This is an optimization exercise on Yosys and OpenROAD, whose aim is small area, a short achievable clock period and few clock cycles, not a production implementation. Only simulation tests tie the RTL to the original design; equivalence was not proved. Power figures rest on the tool's default switching activity, not on a simulated workload.

===== flow/config.mk =====
export PLATFORM = sky130hd
export DESIGN_NAME = LASER
export DESIGN_NICKNAME = LASER
export VERILOG_FILES = /design/flow/design.v
export SDC_FILE = /design/flow/constraint.sdc
export NUM_CORES = 4
export LEC_CHECK = 0
export CAP_MARGIN = 20
export CORE_MARGIN = 2
export CORE_UTILIZATION = 40
export SLEW_MARGIN = 20

===== flow/constraint.sdc =====
create_clock -name core_clock -period 11.0 [get_ports {CLK}]
set_input_delay 2.2000 -clock core_clock [delete_from_list [all_inputs] [get_ports {CLK}]]
set_output_delay 2.2000 -clock core_clock [all_outputs]
set_load 0.01 [all_outputs]

===== flow/design.v =====
module LASER (
input CLK,
input RST,
input [3:0] X,
input [3:0] Y,
output reg [3:0] C1X,
output reg [3:0] C1Y,
output reg [3:0] C2X,
output reg [3:0] C2Y,
output reg DONE);
localparam N_POINTS = 40;
localparam HALF_N_POINTS = 20;
localparam INPUT = 0;
localparam CIC_A = 1;
localparam CIC_B = 2;
localparam OUTPUT = 3;
reg [2:0] state_r, state_w;
reg [3:0] x_r[0:N_POINTS-1], x_w[0:N_POINTS-1];
reg [3:0] y_r[0:N_POINTS-1], y_w[0:N_POINTS-1];
reg [3:0] cx_r, cx_w;
reg [3:0] cy_r, cy_w;
reg counter2_r, counter2_w;
reg prev_covered_r[0:HALF_N_POINTS-1], prev_covered_w[0:HALF_N_POINTS-1];
reg [4:0] prev_covered_count_r, prev_covered_count_w;
wire [5:0] nxt_covered_count;
reg [3:0] max_cx_r[0:1], max_cx_w[0:1];  
reg [3:0] max_cy_r[0:1], max_cy_w[0:1];
reg max_covered_by_r[0:1][0:N_POINTS-1], max_covered_by_w[0:1][0:N_POINTS-1];
reg [5:0] max_covered_count_r[0:1], max_covered_count_w[0:1];
integer i, j;
wire signed [4:0] diff_y;
reg covered[0:HALF_N_POINTS-1];
reg only_covered[0:HALF_N_POINTS-1];
wire new_best;
wire signed [4:0] cx_diff[1:4], cy_diff[1:4];
wire signed [4:0] cx_sum[1:4], cy_sum[1:4];
reg [3:0] last_cx_r, last_cx_w;
reg [3:0] last_cy_r, last_cy_w;
wire converge;
wire [5:0] count;
assign count = {cy_r[1:0], cx_r};
assign new_best = counter2_r == 1 && (nxt_covered_count >= (state_r == CIC_A ? max_covered_count_r[0] : max_covered_count_r[1]));
assign converge = (max_cx_w[(state_r == CIC_A ? 0 : 1)] == last_cx_r) && (max_cy_w[(state_r == CIC_A ? 0 : 1)] == last_cy_r);
reg [3:0] pass_r, pass_w;
wire pass_end;
assign pass_end = cx_r == 15 && cy_r == 15 && counter2_r == 1;
always @(*) begin
    pass_w = pass_r;
    if (state_r == INPUT) begin
        pass_w = 0;
    end
    else if ((state_r == CIC_A || state_r == CIC_B) && pass_end) begin
        pass_w = pass_r + 1;
    end
end
always @(posedge CLK) begin
    pass_r <= pass_w;
end
reg [3:0] diffx[0:HALF_N_POINTS-1], diffy[0:HALF_N_POINTS-1];
always @(*) begin
    for (i=0; i<HALF_N_POINTS; i=i+1) begin
        diffx[i] = x_r[{i, counter2_r}] > cx_r ? x_r[{i, counter2_r}] - cx_r : cx_r - x_r[{i, counter2_r}];
        diffy[i] = y_r[{i, counter2_r}] > cy_r ? y_r[{i, counter2_r}] - cy_r : cy_r - y_r[{i, counter2_r}];
        case(diffx[i])
        0: covered[i] = (diffy[i] == 0) || (diffy[i] == 1) || (diffy[i] == 2) || (diffy[i] == 3) || (diffy[i] == 4);
        1: covered[i] = (diffy[i] == 0) || (diffy[i] == 1) || (diffy[i] == 2) || (diffy[i] == 3);
        2: covered[i] = (diffy[i] == 0) || (diffy[i] == 1) || (diffy[i] == 2) || (diffy[i] == 3);
        3: covered[i] = (diffy[i] == 0) || (diffy[i] == 1) || (diffy[i] == 2);
        4: covered[i] = (diffy[i] == 0);
        default: covered[i] = 0;
        endcase
    end
end
always @(*) begin
    for (i=0; i<HALF_N_POINTS; i=i+1) begin
        if (state_r == CIC_A) begin
            only_covered[i] = covered[i] && !max_covered_by_r[1][{i, counter2_r}];
        end
        else begin
            only_covered[i] = covered[i] && !max_covered_by_r[0][{i, counter2_r}];
        end
    end
end
always @(*) begin
    for (i=0; i<HALF_N_POINTS; i=i+1) begin
        prev_covered_w[i] = prev_covered_r[i];
    end
    if (state_r == INPUT) begin
        for (i=0; i<HALF_N_POINTS; i=i+1) begin
            prev_covered_w[i] = 0;
        end
    end
    else if (state_r == CIC_A || state_r == CIC_B) begin
        for (i=0; i<HALF_N_POINTS; i=i+1) begin
            prev_covered_w[i] = covered[i];
        end
    end
end
always @(posedge CLK) begin
    for (i=0; i<HALF_N_POINTS; i=i+1) begin
        prev_covered_r[i] <= prev_covered_w[i];
    end
end
always @(*) begin
    DONE = state_r == OUTPUT;
end
always @(*) begin
    counter2_w = counter2_r;
    if (state_r == INPUT || state_r == OUTPUT) begin
        counter2_w = 0;
    end
    else if (state_r == CIC_A || state_r == CIC_B) begin
        counter2_w = counter2_r == 1 ? 0 : 1;
    end
end
always @(posedge CLK) begin
    counter2_r <= counter2_w;
end
always @(*) begin
    prev_covered_count_w = prev_covered_count_r;
    if (state_r == INPUT) begin
        prev_covered_count_w = 0;
    end
    else if (state_r == CIC_A || state_r == CIC_B) begin
        prev_covered_count_w = counter2_r == 1 ? 0 : nxt_covered_count;
    end
end
always @(posedge CLK) begin
    prev_covered_count_r <= prev_covered_count_w;
end
assign nxt_covered_count = (prev_covered_count_r +
    (only_covered[0] + only_covered[1] + only_covered[2] + only_covered[3])) +
    ((only_covered[4] + only_covered[5] + only_covered[6] + only_covered[7]) +
    (only_covered[8] + only_covered[9] + only_covered[10] + only_covered[11]) +
    (only_covered[12] + only_covered[13] + only_covered[14] + only_covered[15]) +
    (only_covered[16] + only_covered[17] + only_covered[18] + only_covered[19]));
always @(*) begin
    C1X = max_cx_r[0];
    C1Y = max_cy_r[0];
    C2X = max_cx_r[1];
    C2Y = max_cy_r[1];
end
always @(*) begin
    last_cx_w = last_cx_r;
    last_cy_w = last_cy_r;
    if (state_r == INPUT) begin
        last_cx_w = 0;
        last_cy_w = 0;
    end
    if (state_r == CIC_A) begin
        last_cx_w = pass_end ? max_cx_r[1] : last_cx_r;
        last_cy_w = pass_end ? max_cy_r[1] : last_cy_r;
    end
    else if (state_r == CIC_B) begin
        last_cx_w = pass_end ? max_cx_r[0] : last_cx_r;
        last_cy_w = pass_end ? max_cy_r[0] : last_cy_r;
    end
end
always @(posedge CLK) begin
    last_cx_r <= last_cx_w;
    last_cy_r <= last_cy_w;
end
always @(*) begin  
    for (i=0; i<2; i=i+1) begin
        max_covered_count_w[i] = max_covered_count_r[i];
    end
    if (state_r == INPUT) begin
        for (i=0; i<2; i=i+1) begin
            max_covered_count_w[i] = 0;
        end
    end
    else if (state_r == CIC_A) begin
        max_covered_count_w[0] = new_best ? nxt_covered_count : max_covered_count_r[0];
        max_covered_count_w[1] = cx_r == 15 && cy_r == 15 ? 0 : max_covered_count_r[1];
    end
    else if (state_r == CIC_B) begin
        max_covered_count_w[1] = new_best ? nxt_covered_count : max_covered_count_r[1];
        max_covered_count_w[0] = cx_r == 15 && cy_r == 15 ? 0 : max_covered_count_r[0];
    end
end
always @(posedge CLK) begin
    for (i=0; i<2; i=i+1) begin
        max_covered_count_r[i] <= max_covered_count_w[i];
    end
end
always @(*) begin
    for (i=0; i<2; i=i+1) begin
        max_cx_w[i] = max_cx_r[i];
        max_cy_w[i] = max_cy_r[i];
        for (j=0; j<N_POINTS; j=j+1) begin
            max_covered_by_w[i][j] = max_covered_by_r[i][j];
        end
    end
    if (state_r == INPUT) begin
        for (i=0; i<2; i=i+1) begin
            max_cx_w[i] = 0;
            max_cy_w[i] = 0;
            for (j=0; j<N_POINTS; j=j+1) begin
                max_covered_by_w[i][j] = 0;
            end
        end
    end
    else if (state_r == CIC_A) begin
        max_cx_w[0] = new_best ? cx_r : max_cx_r[0];
        max_cy_w[0] = new_best ? cy_r : max_cy_r[0];
        if (new_best) begin
            for (j=0; j<HALF_N_POINTS; j=j+1) begin
                max_covered_by_w[0][{j, 1'b1}] = covered[j];
                max_covered_by_w[0][{j, 1'b0}] = prev_covered_r[j];
            end
        end
    end
    else if (state_r == CIC_B) begin
        max_cx_w[1] = new_best ? cx_r : max_cx_r[1];
        max_cy_w[1] = new_best ? cy_r : max_cy_r[1];
        if (new_best) begin
            for (j=0; j<HALF_N_POINTS; j=j+1) begin
                max_covered_by_w[1][{j, 1'b1}] = covered[j];
                max_covered_by_w[1][{j, 1'b0}] = prev_covered_r[j];
            end
        end
    end
end
always @(posedge CLK) begin
    for (i=0; i<2; i=i+1) begin
        max_cx_r[i] <= max_cx_w[i];
        max_cy_r[i] <= max_cy_w[i];
        for (j=0; j<N_POINTS; j=j+1) begin
            max_covered_by_r[i][j] <= max_covered_by_w[i][j];
        end
    end
end
always @(*) begin
    cx_w = cx_r;
    cy_w = cy_r;
    if (state_r == INPUT) begin
        if (count == N_POINTS-1) begin
            cx_w = 0;
            cy_w = 0;
        end
        else begin
            cx_w = cx_r + 1;
            cy_w = cx_r == 4'b1111 ? cy_r+1 : cy_r;
        end
    end
    else if (state_r == CIC_A || state_r == CIC_B) begin
        if (counter2_r) begin
            cx_w = (cx_r == 15 ? 1 : cx_r + 1);
            cy_w = (cx_r == 15) ? (cy_r == 15 ? 0 : cy_r + 1) : cy_r;
        end
    end
    else if (state_r == OUTPUT) begin
        cx_w = 0;
        cy_w = 0;
    end
end
always @(posedge CLK) begin
    if (RST) begin
        cx_r <= 0;
        cy_r <= 0;
    end
    else begin
        cx_r <= cx_w;
        cy_r <= cy_w;
    end
end
always @(*) begin
    for (i=0; i<N_POINTS; i=i+1) begin
        x_w[i] = x_r[i];
        y_w[i] = y_r[i];
    end
    if (state_r == INPUT) begin
        x_w[count] = X;
        y_w[count] = Y;
    end
end
always @(posedge CLK) begin
    for (i=0; i<N_POINTS; i=i+1) begin
        x_r[i] <= x_w[i];
        y_r[i] <= y_w[i];
    end
end
always @(*) begin
    case (state_r)
    INPUT:
        state_w = count == N_POINTS-1 ? CIC_A : INPUT;
    CIC_A:
        state_w = pass_end ? (converge || pass_r == 15 ? OUTPUT : CIC_B) : CIC_A;
    CIC_B:
        state_w = pass_end ? (converge || pass_r == 15 ? OUTPUT : CIC_A) : CIC_B;
    OUTPUT:
        state_w = INPUT;
    default:
        state_w = state_r;
    endcase
end
always @(posedge CLK) begin
    if (RST) begin
        state_r <= INPUT;
    end
    else begin
        state_r <= state_w;
    end
end
endmodule

===== flow/run.sh =====
#!/bin/bash
# synth_recipe.tcl (not shown) runs the flow's synth.tcl, then flattens the netlist and writes it again
# the make line also repeats each setting of config.mk as NAME=value (left out here)
make -C /OpenROAD-flow-scripts/flow DESIGN_CONFIG=/design/flow/config.mk WORK_HOME=/design/flow/orfs CLKGATE_MAP_FILE= SYNTH_SCRIPT=/design/flow/synth_recipe.tcl finish

==> reports/summary.txt <==
Largest cells by area after synthesis -> edfxtp_1 (33%), ha_1 (13%), dfxtp_1 (9.9%)
Core Region -> 74300 µm²
TritonCTS Buffers -> 53
Tot Pwr -> 4.17 mW
Status -> finished clean
Final Cell Area -> 33500 µm²
Initial antenna violation count -> 1
Total leakage power -> 12.9 nW
Final setup violation count -> 0
Worst Setup Slack, final -> 552 ps
Vias in the first global route -> 20500
Hold buffers post-CTS -> 0
WHS Endpoint -> max_covered_by_r[48]$_SDFFE_PP0P_
Share of cells above drive strength 1 -> 12.9%
Most common cell in the netlist -> edfxtp_1
Switching power -> 1.03 mW
Hold path start -> max_covered_by_r[48]$_SDFFE_PP0P_
Reg2Reg Depth -> 37
Dominant synthesized flop cell -> edfxtp_1
Max-slew violations -> 0
Cell Area, Synth -> 30000 µm²
Finished Layout Cells -> 3644
Buffers plus inverters on the worst setup path -> 6
Syn Nets -> 2977
Share of flip-flops with an asynchronous set or reset -> 0%
Rows -> 100
Clk pin slew, worst setup/hold paths -> 60 ps
Worst min path class -> reg -> reg
Worst-skew pair later-pin latency -> 620 ps
HPWL after detailed placement -> 51.1 mm
Final Net Count -> 3047
WHS -> 452 ps
Fin crit share -> 95.0%
Diode count -> 0
Worst vdd ir -> 0.000112 V
Max cap viols -> 0
CTS H-tree depth -> 2
Crit-path most repeated cell -> fa_1
Pin count of the biggest net entering global routing -> 52
Synthesized area per cell -> 11.7 µm²
P per Cell Area -> 124 nW/µm²
CTS Root Cell -> clkbuf_16
EDFF count, synth -> 328
Rel. slew slack -> 27.7%
Post-Syn Instances -> 2561
Starting Density -> 40.4%
TritonCTS clock tree -> yes
Worst reg2reg path endpoint -> state_r[1]$_SDFFE_PP0P_
Horiz. Die Dim -> 278 µm
DP Cell Count -> 3540
Port Buffers -> 26
Ports -> 27
P&R area growth vs syn -> 11.7%
Total die area -> 77200 µm²
Power share of the clock group -> 42.9%
Max stage delay on crit path -> 570 ps
CP max-delay cell -> fa_1
Area of the multi-input gates -> 16000 µm²
Filler instances -> 6765
CP top delay family -> adder cells
Register area -> 12800 µm²
Final hold violations -> 0
Synth warnings -> 19
WL final -> 76.5 mm
Seq/Total Area, Yosys -> 42.7%
Reg-to-reg setup timing slack -> 550 ps
Critical path class -> reg -> reg
Via density per instance -> 5.49
Req. time, crit path -> 11520 ps
Detailed Route Iter0 Violations -> 1535
Fin Clk Skew -> 25.9 ps
Slew @ Worst Pin -> 1080 ps
Combinational group share of total power -> 10.8%
Hold Path Stages -> 2
Internal Power -> 3.14 mW
WL/cell -> 21.0 µm
Startpoint types -> flip-flop
RSZ-0062 raised after global routing -> no
Fmax -> 95.7 MHz
Die Height -> 278 µm
Crit path from -> counter2_r$_SDFFE_PP0N_
Grt total ovfl -> 0
Yosys top cell by area -> edfxtp_1
Area after DPL -> 31700 µm²
Global-route wire length before repair -> 119 mm
Crit Path Max Fanout -> 12
Sequential fraction of design power -> 46.3%
Drt pass-1 iters -> 5
CP endpoint kind -> flip-flop
Gr usage total -> 19.7%
Setup Slack @ Placement -> 370 ps
Antenna-violating nets left -> 0
GPL Wtd Cong -> 0.816
Netlist cell types -> 58
DRC viols -> 0
Total number of vias -> 20000
Clock buffer depth -> 3
Layout Utilization -> 45.1%
Area share of the largest cell type after synthesis -> 32.8%
Synth top cells by count -> edfxtp_1 (328), ha_1 (311), mux2i_1 (254)
Setup TNS -> 0 ps
Switching Share -> 24.7%
Reg2reg start -> counter2_r$_SDFFE_PP0N_
Min Tclk post-route -> 10450 ps
FF+latch count, synth -> 476
Clock Sinks -> 476
Critical path arrival -> 10970 ps
## layout make-up
| class | count | area share [%] |
|---|---|---|
| Tap cell | 969 | 3.62 |
| Sequential cell | 476 | 38.3 |
| Timing Repair Buffer | 95 | 2.46 |
| Clock buffer | 66 | 4.29 |
| Inverter | 226 | 2.53 |
| Clock inverter | 33 | 0.967 |
| Multi-Input combinational cell | 1779 | 47.9 |
## placed cells by master (no fill, tap or decap), drive strengths merged, types with 20 or more instances in the layout
cell,netlist,layout
inv,225,225
mux4,20,20
a21o,43,43
nand3,91,91
clkbuf,53,66
clkinv,1,25
a21oi,136,136
mux2i,254,254
o21ai,69,69
edfxtp,328,328
and3,26,26
o2111ai,39,39
nor2,63,63
ha,311,311
dfxtp,148,148
a41oi,40,40
mux2,83,83
fa,95,95
xor2,82,82
or3,21,21
nand2,247,247
buf,27,77
## flip-flops by register name (all words and copies together), names as in the netlist, 5 cells and up
signal and cells:
x_r 160, y_r 160, max_covered_by_r 80, prev_covered_r 20
max_covered_count_r 12, max_cx_r 8, max_cy_r 8, prev_covered_count_r 5
## layer usage
metal | up-vias | part of all wire (%) | track usage [%]
met3 | 149 | 4.4 | 2.55
met1 | 9970 | 45 | 25.9
met4 | 0 | 2.7 | 5.92
met5 | - | 0 | 0
li1 | 9380 | - | -
met2 | 490 | 48 | 33.9
## power groups by stage
stage,combinational [mW],sequential [mW],clock (mW)
floorplan,0.290,1.97,0
global placement,0.434,1.97,0
detailed placement,0.451,1.97,0
CTS,0.453,1.93,1.82
global route,0.500,1.93,1.89
finish,0.451,1.93,1.79
## worst max path at each step
stage,slack [ps],endpoint,cells after the start
after global placement,540,state_r[1]$_SDFFE_PP0P_,35
after CTS,350,state_r[1]$_SDFFE_PP0P_,33
after global routing,50,state_r[1]$_SDFFE_PP0P_,35
final,550,state_r[1]$_SDFFE_PP0P_,37
after floorplan,110,state_r[1]$_SDFFE_PP0P_,35
after detailed placement,370,state_r[1]$_SDFFE_PP0P_,33
## worst min-delay path: cells and delay by family (launching register included)
family / cells / cell delay [ps]
AND/OR/NAND/NOR: 1 / 50
flip-flops: 1 / 300
AO/OA/AOI/OAI: 1 / 50
## what timing repair did
action                                  in CTS  in global routing
buffers inserted                             0                  5
gates resized for setup                      0                  6
endpoints found under the setup margin       0                 22
## cell families after synthesis
kind of cell    count (synthesis)  share of synthesized area, %
xor+xnor                       98                          2.86
buf+inv                       306                          3.93
fa+ha+maj                     425                          19.9
simple gates                  515                          7.85
mux                           357                          13.1
flops                         476                          42.7
compound gates                384                          9.59
Testbench counts, summed over its fixed seeds: cycles 77,904.

==> what the ideal ports hide <==
The flow's constraints put no driver on any port. The routed layout listed below was extracted and timed again, unchanged, in two steps. Step 1, drivers: a clkbuf_16 drives CLK and a buf_2 each remaining input, both assumed. Step 2 times the ports against the registers' clock, not the clock port: input delays grow and output delays shrink by t, the midpoint of the rising clock arrivals with the driver on. Three values: ideal, step 1, step 2; two values: the first two.
shift t [ns]: 0.669
slack for setup (ns): 0.552 / 0.552 / 0.552
clock arrival spread, ns: 0.025 / 0.026
worst slew at a driven data input, ns: 0.03
cell pins on the clock port's net: 1
After both steps this run still meets setup and hold. The setup slack of this run moves by 0.000 ns with the drivers and by 0.000 ns with both steps.
